This design comes from an exercise in tuning for small area and a short achievable clock period on the open sky130 flow, not from production work. At most, simulation tests tie the RTL to the original design; equivalence was not proved. The RTL of runs 1 to 6 was laid out without a check of its function. Power is estimated from default activity; no workload was simulated.

File: config.mk
export PLATFORM = sky130hd
export DESIGN_NAME = SPI_Wrapper_FINAL
export DESIGN_NICKNAME = SPI_Wrapper_FINAL
export VERILOG_FILES = /design/flow/design.v
export SDC_FILE = /design/flow/constraint.sdc
export NUM_CORES = 4
export LEC_CHECK = 0
export CAP_MARGIN = 20
export CELL_PAD_IN_SITES_DETAIL_PLACEMENT = 1
export CORE_MARGIN = 2
export CORE_UTILIZATION = 50
export CTS_CLUSTER_DIAMETER = 80
export CTS_CLUSTER_SIZE = 32
export PLACE_DENSITY = 0.6
export SETUP_SLACK_MARGIN = 4.85
export SLEW_MARGIN = 40
File: constraint.sdc
create_clock -name core_clock -period 7.5 [get_ports {clk}]
set_input_delay 1.5000 -clock core_clock [delete_from_list [all_inputs] [get_ports {clk}]]
set_output_delay 1.5000 -clock core_clock [all_outputs]
set_load 0.01 [all_outputs]
File: design.v
module RAM_FINAL (
    input clk , rst , rx_valid ,
    input [0:9] din ,
    output reg tx_valid ,
    output reg [0:7] dout
);
reg [7:0] waddr, raddr;
reg [0:7] wdata;
reg [0:7] pf;
reg [2:0] q;
reg r;
reg clearing;
reg wr_flag;
reg [3:0] k;
reg rd_seen;
wire [3:0] k_next = {k[2] & k[1] & k[0], k[2] ^ (k[1] & k[0]), k[1] ^ k[0], ~k[0]};
wire [2:0] q_next = {q[2] ^ ~(q[1] | q[0]), q[1] ^ ~q[0], ~q[0]};
wire wr_now = wr_flag & ~k[3] & (waddr[2:0] == q);
wire [0:7] wval = clearing ? 8'd0 : wdata;
wire [0:7] wx = wval ^ {8{r}};
wire [0:7] last [0:31];
genvar g;
generate
    for (g = 0; g < 32; g = g + 1) begin : g_ring
        reg [0:7] s0, s1, s2, s3, s4, s5, s6, s7;
        wire sel = clearing | (wr_now & (waddr[7:3] == g));
        always @ (posedge clk)
        begin
            s0 <= ~(sel ? wx : s7);
            s1 <= s0;
            s2 <= s1;
            s3 <= s2;
            s4 <= s3;
            s5 <= s4;
            s6 <= s5;
            s7 <= s6;
        end
        assign last[g] = s7;
    end
endgenerate
wire fwd = clearing | (wr_now & (waddr == raddr));
always @ (posedge clk or negedge rst)
begin
    if (!rst)
    begin
        q <= 3'd7;
        r <= 1'b0;
        clearing <= 1'b1;
    end
    else
    begin
        q <= q_next;
        if (q == 3'd0) r <= ~r;
        if (q == 3'd0) clearing <= 1'b0;
    end
end
always @ (posedge clk)
begin
    if (fwd) pf <= wval;
    else if (raddr[2:0] == q) pf <= last[raddr[7:3]] ^ {8{r}};
end
always @ (posedge clk)
begin
    if (rx_valid && din[0:1] == 2'b01) wdata <= din[2:9];
    if (rx_valid && din[0:1] == 2'b11) dout <= pf;
end
always @ (posedge clk or negedge rst)
begin
    if (!rst)
    begin
        waddr <= 8'd0;
        raddr <= 8'd0;
        tx_valid <= 1'b0;
        k <= 4'd0;
        rd_seen <= 1'b0;
        wr_flag <= 1'b0;
    end
    else
    begin
        if (rx_valid)
        begin
            wr_flag <= (din[0:1] == 2'b01);
            case (din[0:1])
                2'b00: begin
                    waddr <= din[2:9];
                    tx_valid <= 1'b0;
                    k <= 4'd0;
                end
                2'b01: begin
                    tx_valid <= 1'b0;
                    k <= 4'd0;
                end
                2'b10: begin
                    raddr <= din[2:9];
                    k <= 4'd0;
                end
                2'b11: begin
                    tx_valid <= 1'b1;
                    rd_seen <= 1'b1;
                    if (!rd_seen) k <= 4'd0;
                end
            endcase
        end
        else if (!k[3])
        begin
            tx_valid <= rd_seen;
            k <= k_next;
        end
        else tx_valid <= 1'b0;
    end
end
endmodule
module SPI_SLAVE_FINAL(
    input MOSI , clk , rst ,
    tx_valid , ss_n ,
    input [0:7] tx_data ,
    output reg MISO , rx_valid ,
    output reg [0:9] rx_data );
reg [3:0] i;
reg [1:0] cs;
localparam IDLE = 2'b00,
CHK_CMD = 2'b01,
WRITE = 2'b10;
function [3:0] inc;
    input [3:0] v;
    case (v)
        4'd0: inc = 4'd1;
        4'd1: inc = 4'd2;
        4'd2: inc = 4'd3;
        4'd3: inc = 4'd4;
        4'd4: inc = 4'd5;
        4'd5: inc = 4'd6;
        4'd6: inc = 4'd7;
        4'd7: inc = 4'd8;
        4'd8: inc = 4'd9;
        default: inc = 4'd0;
    endcase
endfunction
wire send = (cs == CHK_CMD) & ~ss_n & tx_valid;
wire recv = (cs == WRITE) & (~ss_n | (i == 4'd9));
integer j;
always @ (posedge clk)
begin
    if (cs == IDLE) i <= 4'd0;
    else if (send | (recv & ~ss_n)) i <= inc(i);
    for (j = 0; j < 10; j = j + 1)
        if (cs == IDLE) rx_data[j] <= 1'b0;
        else if (recv && i == j) rx_data[j] <= MOSI;
end
always @ (posedge clk or negedge rst)
begin
if (!rst)
    begin
        MISO <= 1'b0;
        rx_valid <= 1'b0;
        cs <= IDLE;
    end
else
    begin
        rx_valid <= recv & (i == 4'd9);
        if (cs == IDLE) MISO <= 1'b0;
        else if (send) MISO <= ~i[3] & tx_data[i[2:0]];
        case (cs)
            CHK_CMD: cs <= ss_n ? IDLE : (tx_valid ? (i[3] ? IDLE : CHK_CMD) : WRITE);
            WRITE:   cs <= (ss_n | (i == 4'd9)) ? IDLE : WRITE;
            default: cs <= ss_n ? IDLE : CHK_CMD;
        endcase
    end
end
endmodule
module SPI_Wrapper_FINAL (
    input MOSI , clk , rst , ss_n ,
    output MISO );
wire [0:9] w1_rx_data;
wire [0:7] w2_tx_data;
wire tx_valid_w3;
wire rx_valid_w4;
SPI_SLAVE_FINAL SPI ( .MOSI(MOSI) , 
.clk(clk) , 
.rst(rst) , 
.tx_valid(tx_valid_w3) ,
.ss_n(ss_n) ,
.tx_data(w2_tx_data) , 
.MISO(MISO) , 
.rx_valid(rx_valid_w4) , 
.rx_data(w1_rx_data) );
RAM_FINAL u_Ram ( .clk(clk) ,
.rst(rst) , 
.rx_valid(rx_valid_w4) , 
.din(w1_rx_data) , 
.dout(w2_tx_data) , 
.tx_valid(tx_valid_w3) );
endmodule
File: run.sh
#!/bin/bash
# synth_recipe.tcl (not shown) runs the flow's synth.tcl, then flattens the netlist and writes it again
# the make line also repeats each setting of config.mk as NAME=value (left out here)
make -C /OpenROAD-flow-scripts/flow DESIGN_CONFIG=/design/flow/config.mk WORK_HOME=/design/flow/orfs CLKGATE_MAP_FILE= SYNTH_SCRIPT=/design/flow/synth_recipe.tcl finish
==> flow_summary.yaml, run 1 <==
detailed_routing:
  route.detailed.drc: 0
  initialDrtViolationCount: 1549
  vias: 22410
  first_pass_iters: 5
  final_antenna_net_count: 0
  wl_per_cell_um: 26.28
  wirelength_mm: 118.3
  vias_per_cell: 4.979
clock_tree:
  cts.path.max_buffers: 3
  path_clk_slew_ns: 0.12
  cts.sink_count: 2118
  insertion_delay_ns: 0.69
  cts_tree: "built"
  ctsRootBufferMaster: "clkbuf_16"
  postCtsHoldBufs: 0
  numCtsBuffers: 78
  cts.htree.levels: 3
hold_path:
  hold_depth: 0
  min_path_type: "reg2reg"
  hp-start: "u_Ram.g_ring[20].s1[2]$_DFF_P_"
  holdPathEnd: "u_Ram.g_ring[20].s2[2]$_DFF_P_"
timing:
  timing.fmax_mhz: 358.5
  post-route-period-util_pct: 37.19
  finClkSkew_ns: 0.03212
  finalMaxSlewViolations: 0
  finalSetupViolations: 0
  final_hold_viol_count: 0
  fin_crit_ns: 2.789
  relSlewSlack_pct: 37.99
  rsz0062_at_grt: "true"
  worstMarginPinSlew_ns: 0.9301
  setup_tns_ns: 0
power:
  vdd_drop_max_mv: 0.2317
  p_leak_uw: 0.02266
  total_power_uw: 16500
  p_per_area_mw_per_mm2: 297.3
critical_path:
  cp.arrival_ns: 3.24
  cp.required_ns: 7.95
  r2r_start: "u_Ram.raddr[4]$_DFFE_PN0P_"
  crit_path_end_kind: "flip-flop"
  r2r_end: "u_Ram.pf[6]$_DFFE_PP_"
  worst-setup-path-type: "reg2reg"
  cp_max_fo: 36
  reg2reg_depth: 7
  reg2reg_slack_ns: 4.71
  worstSetupStartpointType: "flip-flop"
floorplan:
  start_util_pct: 50.39
  die-area_mm2: 0.1032
  core-area_mm2: 0.09986
  die_w_um: 321.2
  io_pins: 5
  die_h_um: 321.2
  rows: 116
run:
  maxCapViolations: 0
synth:
  ys_seq_elements: 2118
  synth_edf_count: 24
  yosys_warnings: 2
  syn_area_mm2: 0.05032
  syn_inst: 3106
  syn_avg_cell_area_um2: 16.20
  synth_cell_types: 82
  synth-main-ff-cell: "dfxtp_1"
  async_reset_ff_share_pct: 1.511
  synth_nets: 3121
  synth_seq_area_share_pct: 85.07
status:
  status: "finished clean"
final_layout:
  drive_above_1_share_pct: 11.24
  area_delta_synth_final_pct: 10.35
  fillCellCount: 9068
  n_antenna_cell: 0
  layout.nets: 3203
global_routing:
  grt_pass1_wl_mm: 169.4
  grt_antenna_before_repair: 1
  first_global_vias: 23497
  grt_max_degree: 56
  grt_usage_pct: 23.04
  grt-ovfl-total: 0
place:
  post-dp-hpwl_mm: 80.02
  routabilityCongestion: 0.9349
  numPortBuffers: 4
==> how the worst max path moves through the flow <==
stage                                from                     endpoint  slack (ns)  cells past startpoint
3_5_place_dp   u_Ram.raddr[5]$_DFFE_PN0P_        u_Ram.pf[4]$_DFFE_PP_        3.66                      7
5_1_grt        u_Ram.raddr[6]$_DFFE_PN0P_        u_Ram.pf[6]$_DFFE_PP_        4.68                      8
6_report       u_Ram.raddr[4]$_DFFE_PN0P_        u_Ram.pf[6]$_DFFE_PP_        4.71                      7
2_1_floorplan                        ss_n  SPI.rx_data[0]$_SDFFE_PP0P_        5.03                      5
4_1_cts        u_Ram.raddr[3]$_DFFE_PN0P_        u_Ram.pf[4]$_DFFE_PP_        4.67                      9
3_3_place_gp   u_Ram.raddr[6]$_DFFE_PN0P_        u_Ram.pf[6]$_DFFE_PP_        3.81                      6
==> metal layers <==
| layer | track usage, % | wire length, µm | up-vias |
|---|---|---|---|
| met5 | 0 | 16 | - |
| met4 | 7.196 | 3827 | 2 |
| met3 | 2.978 | 3950 | 167 |
| met2 | 37.72 | 55120 | 372 |
| met1 | 31.98 | 55350 | 11473 |
| li1 | - | - | 10396 |
==> critical path: stages, from the launching register on <==
cell,delay [ns]
dfrtp_4,0.46
buf_8,0.26
or3b_2,0.54
nor2_2,0.42
a32oi_1,0.22
o2111ai_1,0.23
nor4_4,0.11
mux2_4,0.31
==> cell families after synthesis <==
logic type / Yosys count / share of synthesized area [%]
AOI/OAI and AO/OA: 175 / 2.636
xor gates and xnor gates: 28 / 0.4874
adders and majority gates: 11 / 0.2735
buffers and inverters: 119 / 1.209
DFF: 2118 / 85.07
muxes: 321 / 6.490
and+or+nand+nor: 334 / 3.830
==> through the flow <==
step                      utilization, %  cell area (µm²)  hold slack, ns  setup slack [ns]  cells
after detailed placement           52.01            51930          0.3132             3.664   4344
after global routing               55.60            55520          0.3011             4.684   4501
after floorplan                        -            50320          0.3096             5.026   3106
after global placement             51.88            51810          0.3096             3.806   4344
final                              55.60            55520          0.3004             4.711   4501
after CTS                          55.16            55080          0.2947             4.667   4487
==> flip-flops by register name, summed over array words and instances (netlist names), 3 cells and up <==
register and cells:
u_Ram.waddr 8, u_Ram.g_ring.s4 256, u_Ram.k 4, u_Ram.q 3
u_Ram.wdata 8, u_Ram.raddr 8, u_Ram.g_ring.s1 256, u_Ram.g_ring.s5 256
SPI.i 4, u_Ram.dout 8, u_Ram.g_ring.s6 256, u_Ram.g_ring.s2 256
u_Ram.g_ring.s7 256, u_Ram.g_ring.s3 256, SPI.rx_data 10, u_Ram.g_ring.s0 256
u_Ram.pf 8
==> layout make-up <==
cell class	instances	area (µm²)	share of cell area, %
clock buffer	86	2067	3.723
clock inverter	9	166.4	0.2997
inverter	18	67.56	0.1217
multi-input combinational	870	7667	13.81
sequential	2118	42820	77.12
tap	1298	1624	2.925
timing repair buffer	102	1111	2.001
==> Yosys cell counts (26+ instances only) <==
cell	n	share of area (%)
nand3_1	54	0.54
dfxtp_1	2062	82
clkbuf_1	50	0.37
mux2i_1	297	5.9
xnor2_1	26	0.45
nor3_1	27	0.27
nand2_1	42	0.31
dfrtp_1	28	1.4
and3_1	31	0.39
nor2_1	46	0.34
buf_2	27	0.27
==> report_power, final <==
group	internal [µW]	switching [µW]
Clock	2060	3160
Combinational	6.65	15.6
Sequential	11300	1.16
==> cell usage in the layout, fill, tap and decap left out, types with 19 or more instances in the layout <==
cell type     n
a21oi_1      24
and3_1       27
buf_4        61
clkbuf_16    82
dfrtp_1      23
dfxtp_1    2062
edfxtp_1     24
mux2_2       19
mux2i_1     294
nand2_1      40
nand3_1      52
nor2_1       39
nor3_1       22
==> timing repair <==
item                                    in CTS  in global routing
endpoints found under the setup margin     128                 89
gates cloned                                 7                  1
pin swaps                                   13                 22
resized for setup                           98                 68
setup buffers                               41                 13
==> inputs of run 2 (changes only) <==
--- a/config.mk
+++ b/config.mk
@@ -6,5 +6,5 @@
 export NUM_CORES = 4
 export LEC_CHECK = 0
-export CAP_MARGIN = 20
+export CAP_MARGIN = 15
 export CELL_PAD_IN_SITES_DETAIL_PLACEMENT = 1
 export CORE_MARGIN = 2
@@ -14,3 +14,3 @@
 export PLACE_DENSITY = 0.6
 export SETUP_SLACK_MARGIN = 4.85
-export SLEW_MARGIN = 40
+export SLEW_MARGIN = 15
==> run 2 against run 1 <==
Count of clock-buffer cells in the layout is 1 lower. Die area is the same. Routed wire length is 0.44% higher. Cell area shrank 0.58%. Critical path type unchanged. Worst hold slack better by 0.011 ns. Synthesized cell count unchanged. Sequential power about the same. Sequential share of layout area up 0.45 points. Final cell count fell by 0.20%. Largest power group unchanged. Core utilization decreased by 0.32 points. Highest routed layer is now met4. Still clean on timing, DRC and antenna.
==> flow_summary.yaml, run 2 <==
critical_path:
  cp_max_fo: 25
  cp_cell_sequence: "bufbuf_16 -> nand2b_2 -> nor2_4 -> a32oi_1 -> o2111ai_2 -> nor4_4 -> mux2_4"
  cpPeakStageDelay_ns: 0.52
  worst-setup-path-type: "reg2reg"
  crit_path_end_kind: "flip-flop"
  worst_path_max_delay_cell: "dfrtp_2"
  cp.arrival_ns: 3.23
  cp-startpoint: "u_Ram.raddr[7]$_DFFE_PN0P_"
  r2r_start: "u_Ram.raddr[7]$_DFFE_PN0P_"
  worstSetupStartpointType: "flip-flop"
  r2r_end: "u_Ram.pf[6]$_DFFE_PP_"
  cp.required_ns: 7.96
  cpLargestDelayFamily: "compound AO/OA/AOI/OAI gates"
  crit_buf_inv: 1
  reg2reg_slack_ns: 4.73
  reg2reg_depth: 7
timing:
  post-route-period-util_pct: 36.92
  rsz0062_at_grt: "true"
  timing.fmax_mhz: 361.2
  finClkSkew_ns: 0.02875
  worst_slack_ns: 4.731
  relSlewSlack_pct: 27.00
  finalMaxSlewViolations: 0
  worstMarginPinSlew_ns: 1.095
  fin_crit_ns: 2.769
  final_hold_viol_count: 0
  finalSetupViolations: 0
  setup_tns_ns: 0
place:
  post-dp-hpwl_mm: 79.87
  dp_cells: 4344
  numPortBuffers: 4
  routabilityCongestion: 0.9349
  dp_slack_ns: 3.744
global_routing:
  grt_pass1_wl_mm: 167.7
  grt_usage_pct: 22.83
  first_global_vias: 23050
  grt_max_degree: 56
  grt_antenna_before_repair: 0
  grt-ovfl-total: 0
final_layout:
  multi_input_area_mm2: 0.007496
  fillCellCount: 9062
  drive_above_1_share_pct: 10.71
  final_cell_mix: "dfxtp_1 (2062), mux2i_1 (292), clkbuf_16 (83)"
  stdcell_count: 4492
  n_antenna_cell: 0
  area_delta_synth_final_pct: 9.708
  layout.nets: 3197
  final_common_cell: "dfxtp_1"
  seq_area_mm2: 0.04282
clock_tree:
  cts.sink_count: 2118
  cts.htree.levels: 3
  ctsRootBufferMaster: "clkbuf_16"
  postCtsHoldBufs: 0
  numCtsBuffers: 77
  path_clk_slew_ns: 0.12
  cts_tree: "built"
  insertion_delay_ns: 0.69
  cts.path.max_buffers: 3
synth:
  synth_seq_area_share_pct: 85.07
  netlist.area_leader.share_pct: 82.04
  synth_nets: 3121
  synth.most_common_cell: "dfxtp_1"
  synth-main-ff-cell: "dfxtp_1"
  synth_edf_count: 24
  async_reset_ff_share_pct: 1.511
  ys_seq_elements: 2118
  synth_cell_types: 82
  synth_common_cells: "dfxtp_1 (2062), mux2i_1 (297), nand3_1 (54)"
  yosys_warnings: 2
  syn_inst: 3106
  syn_avg_cell_area_um2: 16.20
  yosysTopAreaCell: "dfxtp_1"
  ys_top_cells_by_area: "dfxtp_1 (82%), mux2i_1 (5.9%), edfxtp_1 (1.4%)"
  syn_area_mm2: 0.05032
hold_path:
  holdPathEnd: "u_Ram.g_ring[2].s1[3]$_DFF_P_"
  min_path_type: "reg2reg"
  hp-start: "u_Ram.g_ring[2].s0[3]$_DFF_P_"
  hold_depth: 0
power:
  p_leak_uw: 0.02261
  swShare_pct: 19.19
  clkPwrFrac_pct: 31.1
  vdd_drop_max_mv: 0.2498
  p_sw_uw: 3144
  seqPwrFrac_pct: 68.8
  power_frac_comb_pct: 0.1
  p_int_uw: 13240
  p_per_area_mw_per_mm2: 296.7
floorplan:
  start_util_pct: 50.39
  rows: 116
  core-area_mm2: 0.09986
  die-area_mm2: 0.1032
  die_w_um: 321.2
  io_pins: 5
  die_h_um: 321.2
detailed_routing:
  initialDrtViolationCount: 1577
  vias: 22463
  final_antenna_net_count: 0
  first_pass_iters: 5
  vias_per_cell: 5.001
  route.detailed.drc: 0
  wirelength_mm: 118.8
  wl_per_cell_um: 26.44
run:
  maxCapViolations: 0
status:
  status: "finished clean"
-- run 2: cell types whose count changed in the layout (fill, tap and decap cells not counted), sizes merged --
cell | before | now
and3b | 4 | 5
bufbuf | 4 | 3
and2 | 7 | 8
inv | 22 | 20
clkbuf | 86 | 89
clkinv | 4 | 2
buf | 95 | 85
clkinvlp | 0 | 1
-- run 2: kinds of logic after synthesis --
kind of cell,count (synthesis),synth area share [%]
mux,321,6.490
fa+ha+maj,11,0.2735
compound gates,175,2.636
xor+xnor,28,0.4874
buf+inv,119,1.209
flops,2118,85.07
simple gates,334,3.830
-- run 2: final cells by class --
type / count / share of cell area, %
Inverter: 18 / 0.1292
Timing Repair Buffer: 95 / 1.979
Multi-Input combinational cell: 872 / 13.58
Tap cell: 1298 / 2.942
Clock inverter: 6 / 0.1768
Sequential cell: 2118 / 77.57
Clock buffer: 85 / 3.622
-- run 2: how the worst max path moves through the flow --
stage                                   to  slack [ns]  cells after the start
2_1_floorplan  SPI.rx_data[0]$_SDFFE_PP0P_        5.03                      5
3_3_place_gp         u_Ram.pf[6]$_DFFE_PP_        3.81                      6
3_5_place_dp         u_Ram.pf[6]$_DFFE_PP_        3.74                      7
4_1_cts              u_Ram.pf[4]$_DFFE_PP_        4.72                      7
5_1_grt                               MISO        4.75                      1
6_report             u_Ram.pf[6]$_DFFE_PP_        4.73                      7
-- run 2: per-stage QoR --
stage	area [µm²]	hold WS, ns	util [%]	total power, µW
floorplan	50320	0.3096	-	11530
global placement	51810	0.3096	51.88	11540
detailed placement	51810	0.3132	51.88	11540
CTS	54600	0.3151	54.68	16520
global route	55200	0.3209	55.28	16950
finish	55200	0.3113	55.28	16380
-- run 2: what timing repair did --
item / 4_1_cts / 5_1_grt
gates resized for setup: 84 / 60
cloned: 5 / 9
pin swaps: 5 / 22
endpoints found under the hold margin: 0 / 0
endpoints found under the setup margin: 86 / 45
setup buffers: 22 / 21
-- run 2: per-layer routing --
layer  vias to the layer above  part of all wire, %  GRT usage, %
met3                       162                  3.2         2.733
met2                       394                   47         37.27
met1                     11519                   47         32.29
li1                      10388                    -             -
met4                         0                  3.0         6.251
met5                         -                    0             0
-- run 2: power by group through the flow --
stage	Clock [µW]	Combinational (µW)	Sequential, µW
after CTS	5240	22.6	11300
after global placement	0	20.5	11500
after detailed placement	0	22.1	11500
final	5090	22.3	11300
after global routing	5660	25.3	11300
after floorplan	0	12.4	11500
==> inputs of run 3 (changes only) <==
--- a/design.v
+++ b/design.v
@@ -39,4 +39,16 @@
     end
 endgenerate
+wire [0:7] m1 [0:7];
+wire [0:7] m2 [0:1];
+genvar h;
+generate
+    for (h = 0; h < 8; h = h + 1) begin : g_m1
+        assign m1[h] = last[4 * h + raddr[4:3]];
+    end
+    for (h = 0; h < 2; h = h + 1) begin : g_m2
+        assign m2[h] = m1[4 * h + raddr[6:5]];
+    end
+endgenerate
+wire [0:7] tap = m2[raddr[7]];
 wire fwd = clearing | (wr_now & (waddr == raddr));
 always @ (posedge clk or negedge rst)
@@ -55,8 +67,12 @@
     end
 end
+reg [0:7] tq;
+reg tq_ok;
 always @ (posedge clk)
 begin
+    tq <= tap ^ {8{r}};
+    tq_ok <= (raddr[2:0] == q) & ~fwd;
     if (fwd) pf <= wval;
-    else if (raddr[2:0] == q) pf <= last[raddr[7:3]] ^ {8{r}};
+    else if (tq_ok) pf <= tq;
 end
 always @ (posedge clk)
@@ -139,12 +155,10 @@
 wire send = (cs == CHK_CMD) & ~ss_n & tx_valid;
 wire recv = (cs == WRITE) & (~ss_n | (i == 4'd9));
-integer j;
 always @ (posedge clk)
 begin
     if (cs == IDLE) i <= 4'd0;
     else if (send | (recv & ~ss_n)) i <= inc(i);
-    for (j = 0; j < 10; j = j + 1)
-        if (cs == IDLE) rx_data[j] <= 1'b0;
-        else if (recv && i == j) rx_data[j] <= MOSI;
+    if (cs == IDLE) rx_data <= 10'b0;
+    else if (recv) rx_data <= {rx_data[1:9], MOSI};
 end
 always @ (posedge clk or negedge rst)
==> run 3 against run 2 <==
Still clean on timing, DRC and antenna. Sequential power hardly changed. Core utilization down 0.72 points. Routed wire length is 24% lower. Clock skew increased by 0.0053 ns. Global-route usage decreased by 5.1 points. Worst hold slack gained 0.0033 ns. Highest routed layer unchanged.
==> flow_summary.yaml, run 3 <==
final_layout:
  n_antenna_cell: 0
  final_common_cell: "dfxtp_1"
  drive_above_1_share_pct: 7.193
  area_delta_synth_final_pct: 8.035
  final_cell_mix: "dfxtp_1 (2071), mux2i_1 (389), clkbuf_16 (80)"
  layout.nets: 2986
critical_path:
  worst-setup-path-type: "reg2out"
  r2r_start: "u_Ram.q[0]$_DFF_PN1_"
  cp_cell_sequence: "buf_2"
  reg2reg_slack_ns: 4.87
  cp.required_ns: 6.00
  cpLargestDelayFamily: "flip-flops"
  crit_path_end_kind: "primary output"
  cp.arrival_ns: 1.23
  crit_buf_inv: 1
  cp_max_fo: 2
  worst_path_max_delay_cell: "dfrtp_1"
  r2r_end: "u_Ram.g_ring[13].s0[7]$_DFF_P_"
  crit_end: "MISO"
  cpPeakStageDelay_ns: 0.41
  worstSetupStartpointType: "flip-flop"
  crit_cells: 1
  reg2reg_depth: 7
  cp-startpoint: "SPI.MISO$_DFFE_PN0P_"
global_routing:
  grt_max_degree: 42
  grt_pass1_wl_mm: 135.7
  grt_antenna_before_repair: 0
  first_global_vias: 21754
  grt-ovfl-total: 0
  grt_usage_pct: 17.74
power:
  p_per_area_mw_per_mm2: 306.8
  p_leak_uw: 0.02254
  total_power_uw: 16480
  vdd_drop_max_mv: 0.1655
clock_tree:
  path_clk_slew_ns: 0.12
  insertion_delay_ns: 0.69
  postCtsHoldBufs: 0
  cts.htree.levels: 3
  cts.path.max_buffers: 3
  cts_tree: "built"
  numCtsBuffers: 77
  ctsRootBufferMaster: "clkbuf_16"
  cts.sink_count: 2127
timing:
  finClkSkew_ns: 0.03402
  finalSetupViolations: 0
  timing.fmax_mhz: 365.8
  fin_crit_ns: 2.734
  final_hold_viol_count: 0
  rsz0062_at_grt: "true"
  worstMarginPinSlew_ns: 1.021
  finalMaxSlewViolations: 0
  setup_tns_ns: 0
  relSlewSlack_pct: 31.41
  post-route-period-util_pct: 36.45
detailed_routing:
  wirelength_mm: 90.13
  vias_per_cell: 4.701
  route.detailed.drc: 0
  first_pass_iters: 5
  final_antenna_net_count: 0
  wl_per_cell_um: 21.08
  initialDrtViolationCount: 1103
  vias: 20100
synth:
  synth_cell_types: 46
  syn_area_mm2: 0.04970
  synth_nets: 2941
  synth.most_common_cell: "dfxtp_1"
  yosys_warnings: 2
  synth_common_cells: "dfxtp_1 (2071), mux2i_1 (389), a22oi_1 (46)"
  synth_edf_count: 24
  syn_avg_cell_area_um2: 16.98
  synth_seq_area_share_pct: 86.48
  syn_inst: 2927
  ys_top_cells_by_area: "dfxtp_1 (83%), mux2i_1 (7.8%), edfxtp_1 (1.4%)"
  ys_seq_elements: 2127
  yosysTopAreaCell: "dfxtp_1"
  netlist.area_leader.share_pct: 83.41
  synth-main-ff-cell: "dfxtp_1"
  async_reset_ff_share_pct: 1.504
floorplan:
  die_w_um: 319.3
  die_h_um: 319.3
  die-area_mm2: 0.1019
  io_pins: 5
  start_util_pct: 50.50
  core-area_mm2: 0.09842
  rows: 115
hold_path:
  min_path_type: "reg2reg"
status:
  status: "finished clean"
place:
  numPortBuffers: 4
  routabilityCongestion: 0.8223
  post-dp-hpwl_mm: 56.06
run:
  maxCapViolations: 0
-- run 3: changes by cell type in the layout (fill, tap and decap cells not counted), sizes merged, moves of 9 or more --
cell / before / now
and3: 33 / 2
buf: 85 / 36
o21ai: 18 / 7
a32oi: 22 / 0
a22oi: 6 / 46
a21o: 12 / 1
nor2: 47 / 35
nand2: 43 / 19
nor3: 28 / 4
mux2i: 297 / 389
nand3: 54 / 25
dfxtp: 2062 / 2071
-- run 3: timing repair --
| action | in CTS | in global routing |
|---|---|---|
| gates resized for setup | 21 | 7 |
| pin swaps | 1 | 1 |
| setup endpoints to repair | 177 | 59 |
| cloned | 1 | 0 |
| setup buffers | 6 | 4 |
| endpoints found under the hold margin | 0 | 0 |
-- run 3: report_power, final --
part / switching, µW / internal (µW)
clock: 3160 / 1990
sequential: 1.15 / 11300
combinational: 13.9 / 6.47
-- run 3: final cells by class --
cell class / instances / area, µm²
clock inverter: 10 / 107.6
timing repair buffer: 40 / 414.1
multi-input combinational: 714 / 6489
fill: 8849 / 44720
sequential: 2127 / 43000
inverter: 12 / 45.04
clock buffer: 86 / 2034
tap: 1287 / 1610
-- run 3: worst min-delay path by stage --
| stage | depth (start not counted) | endpoint | slack, ns | from |
|---|---|---|---|---|
| global placement | 0 | u_Ram.g_ring[13].s5[0]$_DFF_P_ | 0.31 | u_Ram.g_ring[13].s4[0]$_DFF_P_ |
| global route | 0 | u_Ram.g_ring[7].s6[5]$_DFF_P_ | 0.32 | u_Ram.g_ring[7].s5[5]$_DFF_P_ |
| CTS | 0 | u_Ram.g_ring[15].s2[5]$_DFF_P_ | 0.32 | u_Ram.g_ring[15].s1[5]$_DFF_P_ |
| finish | 0 | u_Ram.g_ring[15].s2[5]$_DFF_P_ | 0.31 | u_Ram.g_ring[15].s1[5]$_DFF_P_ |
| floorplan | 0 | u_Ram.g_ring[0].s1[0]$_DFF_P_ | 0.31 | u_Ram.g_ring[0].s0[0]$_DFF_P_ |
| detailed placement | 0 | u_Ram.g_ring[0].s4[1]$_DFF_P_ | 0.31 | u_Ram.g_ring[0].s3[1]$_DFF_P_ |
-- run 3: cell families after synthesis --
group	share of synthesized area, %
AOI/OAI and AO/OA	1.656
xor gates and xnor gates	0.5639
adders and majority gates	0.2517
buffers and inverters	0.8055
DFF	86.48
muxes	8.672
and+or+nand+nor	1.566
-- run 3: metal layers --
metal,up-vias,track usage [%],wire (µm)
met4,0,5.996,2636
met1,10157,24.33,43170
met3,110,2.502,2743
li1,9584,-,-
met2,249,29.01,41580
met5,-,0,0
-- run 3: through the flow --
| stage | area [µm²] | instances | util, % | worst slack, ns | hold WS [ns] |
|---|---|---|---|---|---|
| floorplan | 49700 | 2927 | - | 5.222 | 0.3096 |
| global placement | 51270 | 4169 | 52.10 | 4.141 | 0.3096 |
| detailed placement | 51290 | 4169 | 52.11 | 4.018 | 0.3132 |
| CTS | 53620 | 4272 | 54.48 | 4.709 | 0.3185 |
| global route | 53700 | 4276 | 54.56 | 4.724 | 0.3183 |
| finish | 53700 | 4276 | 54.56 | 4.766 | 0.3147 |
==> inputs of run 4 (changes only) <==
--- a/config.mk
+++ b/config.mk
@@ -13,4 +13,4 @@
 export CTS_CLUSTER_SIZE = 32
 export PLACE_DENSITY = 0.6
-export SETUP_SLACK_MARGIN = 4.85
+export SETUP_SLACK_MARGIN = 5.0
 export SLEW_MARGIN = 15
==> run 4 against run 3 <==
Routed wire length rose by 0.31%. Die area unchanged. Synthesized cell count did not move. Sequential cell count did not move. Register-to-register slack improved by 0.17 ns. Critical path depth unchanged. Highest routed layer unchanged. Final cell count about the same. Non-clock buffer count grew 2. Count of clock-buffer cells in the layout is the same. Total power about the same. Core utilization rose by 0.28 points.
==> flow_summary.yaml, run 4 <==
floorplan:
  die_h_um: 319.3
  io_pins: 5
  core-area_mm2: 0.09842
  rows: 115
  die-area_mm2: 0.1019
  die_w_um: 319.3
  start_util_pct: 50.50
timing:
  finalMaxSlewViolations: 0
  finalSetupViolations: 0
  finClkSkew_ns: 0.03463
  relSlewSlack_pct: 33.12
  rsz0062_at_grt: "true"
  setup_tns_ns: 0
  worst_slack_ns: 4.769
  worstMarginPinSlew_ns: 1.003
  timing.fmax_mhz: 366.1
  post-route-period-util_pct: 36.42
  fin_crit_ns: 2.731
  final_hold_viol_count: 0
power:
  p_leak_uw: 0.02261
  total_power_uw: 16470
  p_per_area_mw_per_mm2: 305.1
  vdd_drop_max_mv: 0.1647
synth:
  yosys_warnings: 2
  yosysTopAreaCell: "dfxtp_1"
  yosys.area_share.simple_pct: 1.566
  async_reset_ff_share_pct: 1.504
  synthXorXnorAreaFrac_pct: 0.5639
  ys_seq_elements: 2127
  synth_edf_count: 24
  synth_cell_types: 46
  synth.most_common_cell: "dfxtp_1"
  synth_seq_area_share_pct: 86.48
  syn_area_mm2: 0.04970
  synth_compound_area_share_pct: 1.656
  synth_common_cells: "dfxtp_1 (2071), mux2i_1 (389), a22oi_1 (46)"
  synthMuxAreaShare_pct: 8.672
  syn_inst: 2927
  syn_avg_cell_area_um2: 16.98
  netlist.area_leader.share_pct: 83.41
  synthAdderAreaFrac_pct: 0.2517
  synth_top_family_by_area: "multiplexers"
  synth-main-ff-cell: "dfxtp_1"
  synth_nets: 2941
  ys_top_cells_by_area: "dfxtp_1 (83%), mux2i_1 (7.8%), edfxtp_1 (1.4%)"
global_routing:
  grt_max_degree: 42
  grt-ovfl-total: 0
  grt_pass1_wl_mm: 136.1
  grt_antenna_before_repair: 0
  grt_usage_pct: 17.80
  first_global_vias: 21829
place:
  dp_slack_ns: 4.018
  post-dp-hpwl_mm: 56.06
  routabilityCongestion: 0.8223
  numPortBuffers: 4
final_layout:
  drive_above_1_share_pct: 7.489
  area_delta_synth_final_pct: 8.587
  n_antenna_cell: 0
  layout.nets: 2988
  fillCellCount: 8830
  final_cell_mix: "dfxtp_1 (2071), mux2i_1 (389), clkbuf_16 (80)"
  final_util_pct: 54.84
  final_common_cell: "dfxtp_1"
clock_tree:
  path_clk_slew_ns: 0.12
  cts.htree.levels: 3
  postCtsHoldBufs: 0
  cts.sink_count: 2127
  cts.path.max_buffers: 3
  numCtsBuffers: 77
  ctsRootBufferMaster: "clkbuf_16"
  cts_tree: "built"
  insertion_delay_ns: 0.69
detailed_routing:
  final_antenna_net_count: 0
  first_pass_iters: 5
  vias_per_cell: 4.703
  wl_per_cell_um: 21.13
  vias: 20118
  initialDrtViolationCount: 1062
  route.detailed.drc: 0
  wirelength_mm: 90.40
critical_path:
  cp.arrival_ns: 1.23
  cp_max_fo: 2
  cpPeakStageDelay_ns: 0.41
  crit_buf_inv: 1
  crit_path_end_kind: "primary output"
  worst_path_max_delay_cell: "dfrtp_1"
  worstSetupStartpointType: "flip-flop"
  worst-setup-path-type: "reg2out"
  crit_cells: 1
  cpLargestDelayFamily: "flip-flops"
  cp.required_ns: 6.00
  reg2reg_slack_ns: 5.04
  reg2reg_depth: 6
  cp_cell_sequence: "buf_2"
run:
  maxCapViolations: 0
hold_path:
  hold_depth: 0
  min_path_type: "reg2reg"
status:
  status: "finished clean"
run 4: cell counts after synthesis:
No cell type changed its count.
run 4: timing repair:
item	in CTS	in global routing
buffers inserted	10	2
pin swaps	2	1
cloned	1	0
endpoints found under the setup margin	261	180
resized for setup	44	24
run 4: cell type report:
| type | count | area [µm²] | area share [%] |
|---|---|---|---|
| clock buffers | 86 | 2034 | 3.769 |
| repair buffers | 42 | 464.2 | 0.8601 |
| well taps | 1287 | 1610 | 2.984 |
| clock inverters | 10 | 107.6 | 0.1994 |
| multi-input cells | 714 | 6713 | 12.44 |
| flip-flops and latches | 2127 | 43000 | 79.67 |
| inverters | 12 | 45.04 | 0.08346 |
run 4: logic make-up after synthesis:
group,after synthesis
flops,2127
mux,416
buf+inv,86
compound gates,112
fa+ha+maj,10
simple gates,144
xor+xnor,32
run 4: routing by layer:
layer	part of all wire [%]	vias up	GRT usage (%)
met5	0	-	0
met4	3.6	0	6.908
met3	3.4	129	2.769
met2	46	259	28.80
met1	47	10148	24.16
li1	-	9582	-
run 4: worst paths after layout:
kind,start,end
max,SPI.MISO$_DFFE_PN0P_,MISO
min reg2reg,u_Ram.g_ring[4].s4[2]$_DFF_P_,u_Ram.g_ring[4].s5[2]$_DFF_P_
max reg2reg,u_Ram.q[0]$_DFF_PN1_,u_Ram.g_ring[31].s0[3]$_DFF_P_
min in group asynchronous,rst,SPI.MISO$_DFFE_PN0P_
max in group asynchronous,rst,u_Ram.raddr[6]$_DFFE_PN0P_
min,u_Ram.g_ring[4].s4[2]$_DFF_P_,u_Ram.g_ring[4].s5[2]$_DFF_P_
run 4: through the flow:
| step | instance area (µm²) | instances | hold slack (ns) |
|---|---|---|---|
| after CTS | 53820 | 4276 | 0.3185 |
| after detailed placement | 51290 | 4169 | 0.3132 |
| after global routing | 53970 | 4278 | 0.3183 |
| after global placement | 51270 | 4169 | 0.3096 |
| final | 53970 | 4278 | 0.3151 |
| after floorplan | 49700 | 2927 | 0.3096 |
run 4: power by group:
part	total [µW]	internal [µW]	switching (µW)	leakage, µW
combinational	20.6	6.53	14.0	0.00390
sequential	11300	11300	1.16	0.0177
clock	5130	1980	3150	0.00105
total	16500	13300	3160	0.0226
==> inputs of run 5 (changes only) <==
--- a/config.mk
+++ b/config.mk
@@ -10,7 +10,7 @@
 export CORE_MARGIN = 2
 export CORE_UTILIZATION = 50
-export CTS_CLUSTER_DIAMETER = 80
-export CTS_CLUSTER_SIZE = 32
+export CTS_CLUSTER_DIAMETER = 70
+export CTS_CLUSTER_SIZE = 28
 export PLACE_DENSITY = 0.6
-export SETUP_SLACK_MARGIN = 5.0
+export SETUP_SLACK_MARGIN = 4.85
 export SLEW_MARGIN = 15
==> run 5 against run 4 <==
Critical endpoint unchanged. Total power is 3.2% higher. Die area unchanged. Routed wire length decreased by 0.20%. First-iteration DRC count decreased by 2.3%. Fmax about the same. Clock skew is 0.0025 ns higher. Highest routed layer unchanged. Core utilization increased by 0.22 points. Synthesized cell count stayed put. Sequential share of layout area is 0.32 points lower. Worst hold slack improved by 0.00057 ns.
==> flow_summary.yaml, run 5 <==
synth:
  yosys_warnings: 2
  ys_top_cells_by_area: "dfxtp_1 (83%), mux2i_1 (7.8%), edfxtp_1 (1.4%)"
  synth_nets: 2941
  yosysTopAreaCell: "dfxtp_1"
  synth-main-ff-cell: "dfxtp_1"
  synth_edf_count: 24
  synth_cell_types: 46
  netlist.area_leader.share_pct: 83.41
  ys_seq_elements: 2127
  syn_inst: 2927
  syn_avg_cell_area_um2: 16.98
  synth_common_cells: "dfxtp_1 (2071), mux2i_1 (389), a22oi_1 (46)"
  synth_seq_area_share_pct: 86.48
  syn_area_mm2: 0.04970
  synth.most_common_cell: "dfxtp_1"
  async_reset_ff_share_pct: 1.504
detailed_routing:
  first_pass_iters: 5
  wl_per_cell_um: 20.95
  final_antenna_net_count: 0
  wirelength_mm: 90.22
  route.detailed.drc: 0
  vias_per_cell: 4.698
  vias: 20228
  initialDrtViolationCount: 1038
place:
  routabilityCongestion: 0.8223
  dp_slack_ns: 4.018
  numPortBuffers: 4
  post-dp-hpwl_mm: 56.06
  placed_area_mm2: 0.05129
critical_path:
  reg2reg_depth: 8
  r2r_start: "u_Ram.raddr[3]$_DFFE_PN0P_"
  cp_max_fo: 2
  cp.required_ns: 6.00
  reg2reg_slack_ns: 4.88
  cp_cell_sequence: "buf_2"
  cp.arrival_ns: 1.23
  cp-startpoint: "SPI.MISO$_DFFE_PN0P_"
  crit_end: "MISO"
  cpLargestDelayFamily: "flip-flops"
  worst_path_max_delay_cell: "dfrtp_1"
  crit_cells: 1
  r2r_end: "u_Ram.tq[7]$_DFF_P_"
  cpPeakStageDelay_ns: 0.40
  crit_path_end_kind: "primary output"
  worst-setup-path-type: "reg2out"
  worstSetupStartpointType: "flip-flop"
  crit_buf_inv: 1
clock_tree:
  insertion_delay_ns: 0.69
  cts_tree: "built"
  cts.htree.levels: 3
  postCtsHoldBufs: 0
  ctsRootBufferMaster: "clkbuf_16"
  cts.sink_count: 2127
  path_clk_slew_ns: 0.10
  cts.path.max_buffers: 3
  numCtsBuffers: 90
hold_path:
  hold_depth: 0
  min_path_type: "reg2reg"
power:
  vdd_drop_max_mv: 0.1825
  p_leak_uw: 0.02278
  p_per_area_mw_per_mm2: 313.7
global_routing:
  grt_usage_pct: 17.77
  grt_antenna_before_repair: 0
  grt_max_degree: 42
  first_global_vias: 21893
  grt-ovfl-total: 0
  grt_pass1_wl_mm: 136.2
timing:
  timing.fmax_mhz: 366.1
  fin_crit_ns: 2.732
  post-route-period-util_pct: 36.42
  worstMarginPinSlew_ns: 1.033
  setup_tns_ns: 0
  worst_slack_ns: 4.768
  finClkSkew_ns: 0.03713
  relSlewSlack_pct: 31.12
  finalMaxSlewViolations: 0
  final_hold_viol_count: 0
  finalSetupViolations: 0
  rsz0062_at_grt: "true"
floorplan:
  core-area_mm2: 0.09842
  io_pins: 5
  die_w_um: 319.3
  die_h_um: 319.3
  rows: 115
  start_util_pct: 50.50
  die-area_mm2: 0.1019
final_layout:
  n_antenna_cell: 0
  final_area_mm2: 0.05419
  layout.nets: 2999
  final_common_cell: "dfxtp_1"
  drive_above_1_share_pct: 8.016
  final_cell_mix: "dfxtp_1 (2071), mux2i_1 (389), clkbuf_16 (93)"
  area_delta_synth_final_pct: 9.022
run:
  maxCapViolations: 0
status:
  status: "finished clean"
==> run 5: where the power goes <==
group | internal (µW) | leakage, µW | switching [µW] | total (µW)
logic | 6.47 | 0.00382 | 13.6 | 20.1
registers | 11300 | 0.0177 | 1.14 | 11300
clock network | 2370 | 0.00129 | 3310 | 5670
==> run 5: area by class of cell <==
cell class,instances,area [µm²]
clock buffers,103,2385
well taps,1287,1610
flip-flops and latches,2127,43000
repair buffers,40,405.4
inverters,12,45.04
multi-input cells,714,6481
clock inverters,23,264.0
fillers,8836,44230
==> run 5: how the worst min path moves through the flow <==
stage,startpoint,to,slack [ns]
floorplan,u_Ram.g_ring[0].s0[0]$_DFF_P_,u_Ram.g_ring[0].s1[0]$_DFF_P_,0.31
global placement,u_Ram.g_ring[13].s4[0]$_DFF_P_,u_Ram.g_ring[13].s5[0]$_DFF_P_,0.31
detailed placement,u_Ram.g_ring[0].s3[1]$_DFF_P_,u_Ram.g_ring[0].s4[1]$_DFF_P_,0.31
CTS,u_Ram.g_ring[12].s0[5]$_DFF_P_,u_Ram.g_ring[12].s1[5]$_DFF_P_,0.31
global route,u_Ram.g_ring[15].s4[5]$_DFF_P_,u_Ram.g_ring[15].s5[5]$_DFF_P_,0.32
finish,u_Ram.g_ring[12].s0[5]$_DFF_P_,u_Ram.g_ring[12].s1[5]$_DFF_P_,0.32
==> run 5: repair_timing <==
item                       CTS  global route
setup endpoints to repair  182            67
pin swaps                    1             1
hold endpoints to repair     0             0
gates resized for setup     21             7
cloned                       1             0
setup buffers                6             4
==> run 5: stage by stage <==
| stage | hold WS, ns | power, µW | utilization (%) | instances |
|---|---|---|---|---|
| global route | 0.3238 | 17600 | 55.06 | 4306 |
| finish | 0.3156 | 17000 | 55.06 | 4306 |
| detailed placement | 0.3132 | 11590 | 52.11 | 4169 |
| floorplan | 0.3096 | 11580 | - | 2927 |
| CTS | 0.3138 | 17150 | 54.98 | 4302 |
| global placement | 0.3096 | 11590 | 52.10 | 4169 |
==> run 5: logic make-up after synthesis <==
group | after synthesis | share of synthesized area (%)
buffers and inverters | 86 | 0.8055
AO/OA/AOI/OAI | 112 | 1.656
adder cells (fa/ha/maj) | 10 | 0.2517
AND/OR/NAND/NOR | 144 | 1.566
XOR/XNOR | 32 | 0.5639
multiplexers | 416 | 8.672
flip-flops | 2127 | 86.48
==> run 5: layer usage <==
layer,part of all wire [%],track usage [%],vias to the layer above
li1,-,-,9634
met1,48,24.44,10203
met2,46,29.11,265
met3,3.0,2.356,126
met4,2.9,6.027,0
met5,0,0,-
==> inputs of run 6 (changes only) <==
--- a/design.v
+++ b/design.v
@@ -10,5 +10,7 @@
 reg [2:0] q;
 reg r;
-reg clearing;
+reg ready;
+wire clearing = ~ready;
+reg wr_hit;
 reg wr_flag;
 reg [3:0] k;
@@ -16,5 +18,5 @@
 wire [3:0] k_next = {k[2] & k[1] & k[0], k[2] ^ (k[1] & k[0]), k[1] ^ k[0], ~k[0]};
 wire [2:0] q_next = {q[2] ^ ~(q[1] | q[0]), q[1] ^ ~q[0], ~q[0]};
-wire wr_now = wr_flag & ~k[3] & (waddr[2:0] == q);
+wire wr_now = wr_flag & ~k[3] & wr_hit;
 wire [0:7] wval = clearing ? 8'd0 : wdata;
 wire [0:7] wx = wval ^ {8{r}};
@@ -56,7 +58,7 @@
     if (!rst)
     begin
-        q <= 3'd7;
+        q <= 3'd0;
         r <= 1'b0;
-        clearing <= 1'b1;
+        ready <= 1'b0;
     end
     else
@@ -64,5 +66,5 @@
         q <= q_next;
         if (q == 3'd0) r <= ~r;
-        if (q == 3'd0) clearing <= 1'b0;
+        if (q == 3'd1) ready <= 1'b1;
     end
 end
@@ -76,4 +78,6 @@
     else if (tq_ok) pf <= tq;
 end
+always @ (posedge clk)
+    wr_hit <= (waddr[2:0] == q_next);
 always @ (posedge clk)
 begin
--- a/config.mk
+++ b/config.mk
@@ -10,6 +10,6 @@
 export CORE_MARGIN = 2
 export CORE_UTILIZATION = 50
-export CTS_CLUSTER_DIAMETER = 70
-export CTS_CLUSTER_SIZE = 28
+export CTS_CLUSTER_DIAMETER = 80
+export CTS_CLUSTER_SIZE = 32
 export PLACE_DENSITY = 0.6
 export SETUP_SLACK_MARGIN = 4.85
==> run 6 against run 5 <==
Count of clock-buffer cells in the layout is 15 lower. Fmax is 1.3% higher. Sequential share of layout area is 0.60 points higher. Clock skew is 0.0046 ns higher. Non-clock buffer count is 6 lower. Critical path depth stayed put. Area after synthesis is 0.47% higher. Setup slack better by 0.034 ns. Global-route usage is 0.55 points lower.
==> flow_summary.yaml, run 6 <==
floorplan:
  die-area_mm2: 0.1024
  core-area_mm2: 0.09871
  start_util_pct: 50.59
  rows: 115
  io_pins: 5
  die_w_um: 320.0
  die_h_um: 320.0
timing:
  worstMarginPinSlew_ns: 1.007
  setup_tns_ns: 0
  fin_crit_ns: 2.698
  hold_slack_ns: 0.3062
  finalMaxSlewViolations: 0
  finClkSkew_ns: 0.04170
  finalSetupViolations: 0
  relSlewSlack_pct: 32.88
  timing.fmax_mhz: 370.7
  post-route-period-util_pct: 35.97
  rsz0062_at_grt: "true"
  final_hold_viol_count: 0
synth:
  synth-main-ff-cell: "dfxtp_1"
  synth_edf_count: 24
  syn_avg_cell_area_um2: 17.12
  yosysTopAreaCell: "dfxtp_1"
  syn_area_mm2: 0.04994
  ys_seq_elements: 2128
  yosys_warnings: 2
  async_reset_ff_share_pct: 1.504
  synth_nets: 2932
  synth_seq_area_share_pct: 86.11
  netlist.area_leader.share_pct: 83.06
  ys_top_cells_by_area: "dfxtp_1 (83%), mux2i_1 (7.8%), dfrtp_1 (1.6%)"
  synth_common_cells: "dfxtp_1 (2072), mux2i_1 (391), a22oi_1 (57)"
  synth.most_common_cell: "dfxtp_1"
  syn_inst: 2917
  synth_cell_types: 44
final_layout:
  final_cell_mix: "dfxtp_1 (2072), mux2i_1 (391), clkbuf_16 (81)"
  drive_above_1_share_pct: 7.152
  area_delta_synth_final_pct: 7.724
  seq_area_mm2: 0.04301
  fillCellCount: 8862
  n_antenna_cell: 0
  final_common_cell: "dfxtp_1"
  multi_input_area_mm2: 0.006656
  layout.nets: 2976
  stdcell_count: 4265
global_routing:
  use_met2_pct: 28.11
  grt_usage_pct: 17.23
  grt_pass1_wl_mm: 132.7
  grt_max_degree: 44
  grt-ovfl-total: 0
  busiest_layer: "met2"
  grt_use_met3_pct: 2.571
  first_global_vias: 21438
  grt_antenna_before_repair: 1
  met1_usage_pct: 23.87
critical_path:
  crit_buf_inv: 1
  worst-setup-path-type: "reg2out"
  r2r_start: "u_Ram.raddr[4]$_DFFE_PN0P_"
  cpPeakStageDelay_ns: 0.39
  worst_path_max_delay_cell: "dfrtp_1"
  reg2reg_slack_ns: 4.94
  cp.required_ns: 6.00
  worstSetupStartpointType: "flip-flop"
  cp_cell_sequence: "buf_2"
  crit_path_end_kind: "primary output"
  reg2reg_depth: 6
  cpLargestDelayFamily: "flip-flops"
  cp_max_fo: 2
  r2r_end: "u_Ram.tq[3]$_DFF_P_"
  cp.arrival_ns: 1.20
detailed_routing:
  first_pass_iters: 4
  vias_per_cell: 4.647
  wl_per_cell_um: 20.61
  wirelength_mm: 87.91
  final_antenna_net_count: 0
  route.detailed.drc: 0
  initialDrtViolationCount: 1083
  vias: 19819
place:
  routabilityCongestion: 0.8049
  numPortBuffers: 4
  post-dp-hpwl_mm: 54.57
  dp_cells: 4155
hold_path:
  holdPathEnd: "u_Ram.g_ring[7].s3[6]$_DFF_P_"
  hp-start: "u_Ram.g_ring[7].s2[6]$_DFF_P_"
  min_path_type: "reg2reg"
  hold_depth: 0
run:
  maxCapViolations: 0
clock_tree:
  cts_tree: "built"
  path_clk_slew_ns: 0.11
  postCtsHoldBufs: 0
  cts.path.max_buffers: 3
  numCtsBuffers: 77
  ctsRootBufferMaster: "clkbuf_16"
  cts.htree.levels: 3
  insertion_delay_ns: 0.69
  cts.sink_count: 2128
power:
  p_int_uw: 13320
  p_per_area_mw_per_mm2: 306.4
  swShare_pct: 19.18
  p_sw_uw: 3161
  seqPwrFrac_pct: 68.7
  power_frac_comb_pct: 0.1
  clkPwrFrac_pct: 31.2
  p_leak_uw: 0.02074
  vdd_drop_max_mv: 0.1817
status:
  status: "finished clean"
-- run 6: cell types whose count changed after synthesis, moves of 6 or more --
cell and change:
xnor2_1 -12, a22oi_1 +11, o21ai_2 +6, nor2_1 -16
a21oi_2 -32, xor2_1 +12, clkbuf_1 -6, o21ai_4 +26
a31oi_1 -10, nand2_2 +6, nand3_1 +8
-- run 6: worst max path at each step --
stage / start / cells after the start / slack [ns] / to
after floorplan: ss_n / 5 / 5.10 / SPI.rx_data[0]$_SDFFE_PP0P_
after detailed placement: ss_n / 4 / 3.89 / SPI.rx_data[3]$_SDFFE_PP0P_
final: SPI.MISO$_DFFE_PN0P_ / 1 / 4.80 / MISO
after CTS: SPI.MISO$_DFFE_PN0P_ / 1 / 4.75 / MISO
after global routing: SPI.MISO$_DFFE_PN0P_ / 1 / 4.75 / MISO
after global placement: ss_n / 4 / 4.09 / SPI.rx_data[2]$_SDFFE_PP0P_
-- run 6: metrics by stage --
stage	instance area, µm²	utilization, %	setup WS [ns]	total power [µW]
2_1_floorplan	49940	-	5.104	11590
3_3_place_gp	51450	52.13	4.094	11590
3_5_place_dp	51450	52.13	3.887	11600
4_1_cts	53740	54.45	4.751	16640
5_1_grt	53800	54.50	4.745	17060
6_report	53800	54.50	4.803	16480
-- run 6: area by class of cell --
class | instances | area share, %
flip-flops and latches | 2128 | 79.95
well taps | 1287 | 2.993
clock inverters | 8 | 0.1930
inverters | 11 | 0.07675
clock buffers | 88 | 3.824
multi-input cells | 709 | 12.37
repair buffers | 34 | 0.5884
-- run 6: power by group through the flow --
stage                     combinational, µW  sequential (µW)  clock, µW
after detailed placement               20.1            11600          0
after CTS                              20.2            11300       5300
after floorplan                        11.5            11600          0
final                                  20.0            11300       5150
after global routing                   22.4            11300       5720
after global placement                 17.8            11600          0
-- run 6: cell families after synthesis --
group	synth area share (%)
flops	86.11
mux	8.604
fa+ha+maj	0.2756
buf+inv	0.7792
simple gates	1.588
xor+xnor	0.5612
compound gates	2.082
-- run 6: routing by layer --
layer	share of wire, %	up-vias
met4	2.6	0
li1	-	9555
met5	0	-
met3	3.2	115
met1	48	9953
met2	47	196
-- run 6: repair_timing --
action	4_1_cts	5_1_grt
gates cloned	1	0
pin swaps	0	1
resized for setup	10	2
endpoints found under the setup margin	103	30
buffers inserted	8	5
endpoints found under the hold margin	0	0
==> inputs of run 7 (changes only) <==
--- a/design.v
+++ b/design.v
@@ -138,4 +138,6 @@
     output reg [0:9] rx_data );
 reg [3:0] i;
+reg miso_n;
+wire miso_next = (cs == IDLE) ? 1'b0 : (send ? (~i[3] & tx_data[i[2:0]]) : ~miso_n);
 reg [1:0] cs;
 localparam IDLE = 2'b00,
@@ -171,4 +173,5 @@
     begin
         MISO <= 1'b0;
+        miso_n <= 1'b1;
         rx_valid <= 1'b0;
         cs <= IDLE;
@@ -177,6 +180,6 @@
     begin
         rx_valid <= recv & (i == 4'd9);
-        if (cs == IDLE) MISO <= 1'b0;
-        else if (send) MISO <= ~i[3] & tx_data[i[2:0]];
+        MISO <= miso_next;
+        miso_n <= ~miso_next;
         case (cs)
             CHK_CMD: cs <= ss_n ? IDLE : (tx_valid ? (i[3] ? IDLE : CHK_CMD) : WRITE);
--- a/config.mk
+++ b/config.mk
@@ -9,8 +9,8 @@
 export CELL_PAD_IN_SITES_DETAIL_PLACEMENT = 1
 export CORE_MARGIN = 2
-export CORE_UTILIZATION = 50
+export CORE_UTILIZATION = 45
 export CTS_CLUSTER_DIAMETER = 80
 export CTS_CLUSTER_SIZE = 32
-export PLACE_DENSITY = 0.6
-export SETUP_SLACK_MARGIN = 4.85
+export PLACE_DENSITY = 0.65
+export SETUP_SLACK_MARGIN = 4.9
 export SLEW_MARGIN = 15
==> run 7 against run 6 <==
Cell area is 0.91% higher. Via count hardly changed. Critical endpoint unchanged. Clock power is 2% higher. Still clean on timing, DRC and antenna.
==> flow_summary.yaml, run 7 <==
status:
  status: "finished clean"
timing:
  fin_crit_ns: 2.667
  setup_tns_ns: 0
  finClkSkew_ns: 0.03453
  worstMarginPinSlew_ns: 1.158
  relSlewSlack_pct: 22.78
  rsz0062_at_grt: "true"
  hold_slack_ns: 0.3157
  finalMaxSlewViolations: 0
  final_hold_viol_count: 0
  finalSetupViolations: 0
  post-route-period-util_pct: 35.55
  timing.fmax_mhz: 375.0
power:
  power_frac_comb_pct: 0.1
  total_power_uw: 16570
  vdd_drop_max_mv: 0.2060
  p_int_uw: 13410
  p_leak_uw: 0.02083
  swShare_pct: 19.11
  seqPwrFrac_pct: 68.3
  p_sw_uw: 3168
  clkPwrFrac_pct: 31.6
  p_per_area_mw_per_mm2: 305.3
clock_tree:
  ctsRootBufferMaster: "clkbuf_16"
  cts.path.max_buffers: 3
  cts_tree: "built"
  postCtsHoldBufs: 0
  path_clk_slew_ns: 0.11
  cts.htree.levels: 3
  insertion_delay_ns: 0.68
  cts.sink_count: 2129
  numCtsBuffers: 78
final_layout:
  n_antenna_cell: 0
  final_common_cell: "dfxtp_1"
  area_delta_synth_final_pct: 8.335
  final_cell_mix: "dfxtp_1 (2072), mux2i_1 (393), clkbuf_16 (84)"
  layout.nets: 2973
  drive_above_1_share_pct: 7.261
critical_path:
  r2r_start: "u_Ram.waddr[4]$_DFFE_PN0P_"
  cp_max_fo: 1
  cp.arrival_ns: 1.17
  crit_cells: 1
  r2r_end: "u_Ram.g_ring[17].s0[4]$_DFF_P_"
  reg2reg_depth: 3
  cpPeakStageDelay_ns: 0.39
  cp_cell_sequence: "buf_6"
  cpLargestDelayFamily: "flip-flops"
  cp.required_ns: 6.00
  crit_end: "MISO"
  reg2reg_slack_ns: 4.96
  worst_path_max_delay_cell: "dfrtp_1"
  crit_buf_inv: 1
  crit_path_end_kind: "primary output"
  cp-startpoint: "SPI.MISO$_DFF_PN0_"
  worstSetupStartpointType: "flip-flop"
  worst-setup-path-type: "reg2out"
synth:
  synth_compound_area_share_pct: 2.197
  syn_inst: 2923
  ys_top_cells_by_area: "dfxtp_1 (83%), mux2i_1 (7.9%), dfrtp_1 (1.6%)"
  synth-main-ff-cell: "dfxtp_1"
  yosys.area_share.simple_pct: 1.571
  synth_seq_area_share_pct: 85.87
  synth_top_family_by_area: "multiplexers"
  synth_edf_count: 24
  synth_cell_types: 51
  ys_seq_elements: 2129
  yosys_warnings: 2
  synthXorXnorAreaFrac_pct: 0.5593
  synth_common_cells: "dfxtp_1 (2072), mux2i_1 (393), a22oi_1 (46)"
  async_reset_ff_share_pct: 1.550
  syn_avg_cell_area_um2: 17.14
  synthAdderAreaFrac_pct: 0.2747
  synth.most_common_cell: "dfxtp_1"
  synth_nets: 2938
  syn_area_mm2: 0.05011
  synthMuxAreaShare_pct: 8.659
  netlist.area_leader.share_pct: 82.78
  yosysTopAreaCell: "dfxtp_1"
global_routing:
  grt-ovfl-total: 0
  grt_max_degree: 79
  first_global_vias: 21514
  grt_usage_pct: 15.68
  grt_antenna_before_repair: 0
  grt_pass1_wl_mm: 133.8
floorplan:
  start_util_pct: 45.34
  die-area_mm2: 0.1140
  io_pins: 5
  core-area_mm2: 0.1105
  die_h_um: 337.7
  rows: 122
  die_w_um: 337.7
detailed_routing:
  routed.top_layer: "met4"
  wirelength_met1_mm: 42.91
  vias_per_cell: 4.443
  wl_met3_mm: 2.865
  first_pass_iters: 4
  dr_wl_met2_mm: 40.92
  wirelength_mm: 88.60
  initialDrtViolationCount: 1085
  wl_per_cell_um: 19.85
  vias: 19827
  final_antenna_net_count: 0
  route.detailed.drc: 0
run:
  maxCapViolations: 0
hold_path:
  min_path_type: "reg2reg"
place:
  routabilityCongestion: 0.8043
  post-dp-hpwl_mm: 54.92
  numPortBuffers: 4
## run 7: metal layers
metal	GRT usage (%)	vias up
li1	-	9559
met1	21.83	9922
met2	25.52	239
met3	2.380	107
met4	4.322	0
met5	0	-
## run 7: cell families (layout without fill, tap and decap cells)
logic type                 after synthesis  in the layout
muxes                                  419            419
DFF                                   2129           2129
adders and majority gates               11             11
AOI/OAI and AO/OA                      115            115
and+or+nand+nor                        132            133
xor gates and xnor gates                32             32
buffers and inverters                   85            136
## run 7: power by group through the flow
stage | registers [µW] | logic, µW | clock network, µW
floorplan | 11600 | 11.4 | 0
detailed placement | 11600 | 20.8 | 0
global placement | 11600 | 19.8 | 0
CTS | 11300 | 21.0 | 5380
finish | 11300 | 21.3 | 5230
global route | 11300 | 23.7 | 5810
## run 7: through the flow
| stage | std cells | util (%) | setup slack [ns] | instance area (µm²) |
|---|---|---|---|---|
| final | 4463 | 49.12 | 4.833 | 54290 |
| after global routing | 4463 | 49.12 | 4.771 | 54290 |
| after CTS | 4461 | 49.07 | 4.792 | 54230 |
| after detailed placement | 4359 | 46.94 | 3.957 | 51870 |
| after global placement | 4359 | 46.92 | 4.045 | 51850 |
| after floorplan | 2923 | - | 5.096 | 50110 |
## run 7: worst min path at each step
stage                                    from                        endpoint  slack, ns  cells past startpoint
3_5_place_dp   u_Ram.g_ring[10].s2[6]$_DFF_P_  u_Ram.g_ring[10].s3[6]$_DFF_P_       0.31                      0
2_1_floorplan   u_Ram.g_ring[0].s0[0]$_DFF_P_   u_Ram.g_ring[0].s1[0]$_DFF_P_       0.31                      0
4_1_cts         u_Ram.g_ring[8].s3[2]$_DFF_P_   u_Ram.g_ring[8].s4[2]$_DFF_P_       0.32                      0
5_1_grt         u_Ram.g_ring[0].s2[6]$_DFF_P_   u_Ram.g_ring[0].s3[6]$_DFF_P_       0.32                      0
6_report       u_Ram.g_ring[30].s3[3]$_DFF_P_  u_Ram.g_ring[30].s4[3]$_DFF_P_       0.32                      0
3_3_place_gp   u_Ram.g_ring[16].s2[2]$_DFF_P_  u_Ram.g_ring[16].s3[2]$_DFF_P_       0.31                      0
## run 7: final cells by class
| type | count | area (µm²) |
|---|---|---|
| Clock buffer | 87 | 2092 |
| Clock inverter | 10 | 156.4 |
| Sequential cell | 2129 | 43040 |
| Fill cell | 10304 | 56230 |
| Multi-Input combinational cell | 710 | 6814 |
| Inverter | 12 | 45.04 |
| Tap cell | 1488 | 1862 |
| Timing Repair Buffer | 27 | 280.3 |
## run 7: what timing repair did
action	CTS	global route
gates cloned	1	1
buffers inserted	4	1
pin swaps	2	1
gates resized for setup	12	4
endpoints found under the setup margin	100	50
==> inputs of run 8 (changes only) <==
--- a/config.mk
+++ b/config.mk
@@ -9,5 +9,5 @@
 export CELL_PAD_IN_SITES_DETAIL_PLACEMENT = 1
 export CORE_MARGIN = 2
-export CORE_UTILIZATION = 45
+export CORE_UTILIZATION = 40
 export CTS_CLUSTER_DIAMETER = 80
 export CTS_CLUSTER_SIZE = 32
==> run 8 against run 7 <==
Routed wire length down 2.6%. Die area up 12%. Cell area about the same. Core utilization down 5.3 points. Highest routed layer unchanged. Worst hold slack worse by 0.00073 ns. Non-clock buffer count up 3. Register-to-register slack better by 0.05 ns. Via count up 0.34%. First-iteration DRC count down 5.5%. Setup slack worse by 0.0093 ns. Total power down 0.90%.
==> flow_summary.yaml, run 8 <==
detailed_routing:
  wl_per_cell_um: 18.70
  vias_per_cell: 4.313
  route.detailed.drc: 0
  final_antenna_net_count: 0
  wirelength_mm: 86.28
  initialDrtViolationCount: 1025
  vias: 19895
  first_pass_iters: 4
timing:
  fin_crit_ns: 2.676
  post-route-period-util_pct: 35.68
  final_hold_viol_count: 0
  worstMarginPinSlew_ns: 1.187
  finalMaxSlewViolations: 0
  setup_tns_ns: 0
  rsz0062_at_grt: "true"
  finClkSkew_ns: 0.04361
global_routing:
  grt-ovfl-total: 0
  grt_max_degree: 44
  grt_use_met3_pct: 1.969
  busiest_layer: "met2"
  use_met2_pct: 21.63
  grt_antenna_before_repair: 0
  met1_usage_pct: 18.76
  grt_usage_pct: 13.42
critical_path:
  worst-setup-path-type: "reg2out"
  cp-startpoint: "SPI.MISO$_DFF_PN0_"
  crit_path_end_kind: "primary output"
  r2r_start: "u_Ram.ready$_DFFE_PN0N_"
  r2r_end: "u_Ram.g_ring[26].s0[5]$_DFF_P_"
  worst_path_max_delay_cell: "dfrtp_1"
  cp.arrival_ns: 1.18
  worstSetupStartpointType: "flip-flop"
  cp_max_fo: 1
  cp_cell_sequence: "buf_2"
  cpLargestDelayFamily: "flip-flops"
  cpPeakStageDelay_ns: 0.37
  crit_buf_inv: 1
  crit_cells: 1
floorplan:
  start_util_pct: 40.42
  core-area_mm2: 0.1240
  rows: 129
  die_h_um: 357.9
  io_pins: 5
  die-area_mm2: 0.1281
synth:
  synth.most_common_cell: "dfxtp_1"
  yosysTopAreaCell: "dfxtp_1"
  syn_inst: 2923
  synth-main-ff-cell: "dfxtp_1"
  ys_seq_elements: 2129
  syn_avg_cell_area_um2: 17.14
  ys_top_cells_by_area: "dfxtp_1 (83%), mux2i_1 (7.9%), dfrtp_1 (1.6%)"
  synth_common_cells: "dfxtp_1 (2072), mux2i_1 (393), a22oi_1 (46)"
  netlist.area_leader.share_pct: 82.78
  async_reset_ff_share_pct: 1.550
final_layout:
  drive_above_1_share_pct: 7.124
  area_delta_synth_final_pct: 8.367
  n_antenna_cell: 0
  final_cell_mix: "dfxtp_1 (2072), mux2i_1 (393), clkbuf_16 (79)"
  final_area_mm2: 0.05430
place:
  placed_area_mm2: 0.05204
  routabilityCongestion: 0.7464
clock_tree:
  cts.path.max_buffers: 3
  cts.sink_count: 2129
  insertion_delay_ns: 0.68
  cts_tree: "built"
  path_clk_slew_ns: 0.11
  ctsRootBufferMaster: "clkbuf_16"
hold_path:
  min_path_type: "reg2reg"
power:
  p_per_area_mw_per_mm2: 302.5
  vdd_drop_max_mv: 0.1576
status:
  status: "finished clean"
## run 8: cell counts after synthesis
Identical to the previous run, type by type.
## run 8: how the worst min path moves through the flow
stage / startpoint / endpoint / slack (ns) / cells after the start
floorplan: u_Ram.g_ring[0].s0[0]$_DFF_P_ / u_Ram.g_ring[0].s1[0]$_DFF_P_ / 0.31 / 0
global placement: u_Ram.g_ring[24].s3[5]$_DFF_P_ / u_Ram.g_ring[24].s4[5]$_DFF_P_ / 0.31 / 0
detailed placement: u_Ram.g_ring[0].s6[3]$_DFF_P_ / u_Ram.g_ring[0].s7[3]$_DFF_P_ / 0.31 / 0
CTS: u_Ram.g_ring[0].s2[5]$_DFF_P_ / u_Ram.g_ring[0].s3[5]$_DFF_P_ / 0.32 / 0
global route: u_Ram.g_ring[10].s4[3]$_DFF_P_ / u_Ram.g_ring[10].s5[3]$_DFF_P_ / 0.33 / 0
finish: u_Ram.g_ring[28].s1[4]$_DFF_P_ / u_Ram.g_ring[28].s2[4]$_DFF_P_ / 0.31 / 0
## run 8: repair_timing
action                                  4_1_cts  5_1_grt
pin swaps                                     1        1
hold buffers                                  0        0
gates cloned                                  1        0
buffers inserted                              3        5
endpoints found under the setup margin       61       14
gates resized for setup                      15        2
## run 8: layout make-up
cell class                 count  area, µm²
multi-input combinational    710       6803
sequential                  2129      43040
clock buffer                  87       2007
timing repair buffer          30      265.3
fill                       11878      69660
clock inverter                 8      98.84
tap                         1637       2048
inverter                      12      45.04
## run 8: cells by family (layout without fill, tap and decap cells)
kind of cell	Yosys count	after routing	share of synthesized area [%]
AO/OA/AOI/OAI	115	115	2.197
XOR/XNOR	32	32	0.5593
adder cells (fa/ha/maj)	11	11	0.2747
buffers and inverters	85	137	0.8714
flip-flops	2129	2129	85.87
multiplexers	419	419	8.659
AND/OR/NAND/NOR	132	133	1.571
## run 8: metal layers
layer	vias to the layer above	part of all wire [%]	wire, µm
li1	9573	-	-
met1	10009	49	42560
met2	197	46	39400
met3	116	2.7	2338
met4	0	2.3	1976
met5	-	0	0
## run 8: power breakdown
part	internal (µW)	total [µW]	switching [µW]
Clock	1960	5080	3120
Combinational	6.65	20.9	14.2
Sequential	11300	11300	1.13
## run 8: metrics by stage
step	setup WS (ns)	util (%)	hold WS, ns	power, µW	cells
6_report	4.824	43.81	0.3150	16420	4613
5_1_grt	4.773	43.81	0.3251	17000	4613
4_1_cts	4.771	43.77	0.3174	16590	4608
3_5_place_dp	3.955	41.98	0.3132	11600	4509
3_3_place_gp	4.077	41.98	0.3097	11600	4509
2_1_floorplan	5.096	-	0.3096	11590	2923

Check on run 8: ideal ports give 4.824 ns setup slack; a clkbuf_16 on the clock port and buf_2 on the inputs give 4.756 ns; moving port delays by the midpoint clock arrival (0.732 ns) as well gives 4.488 ns.
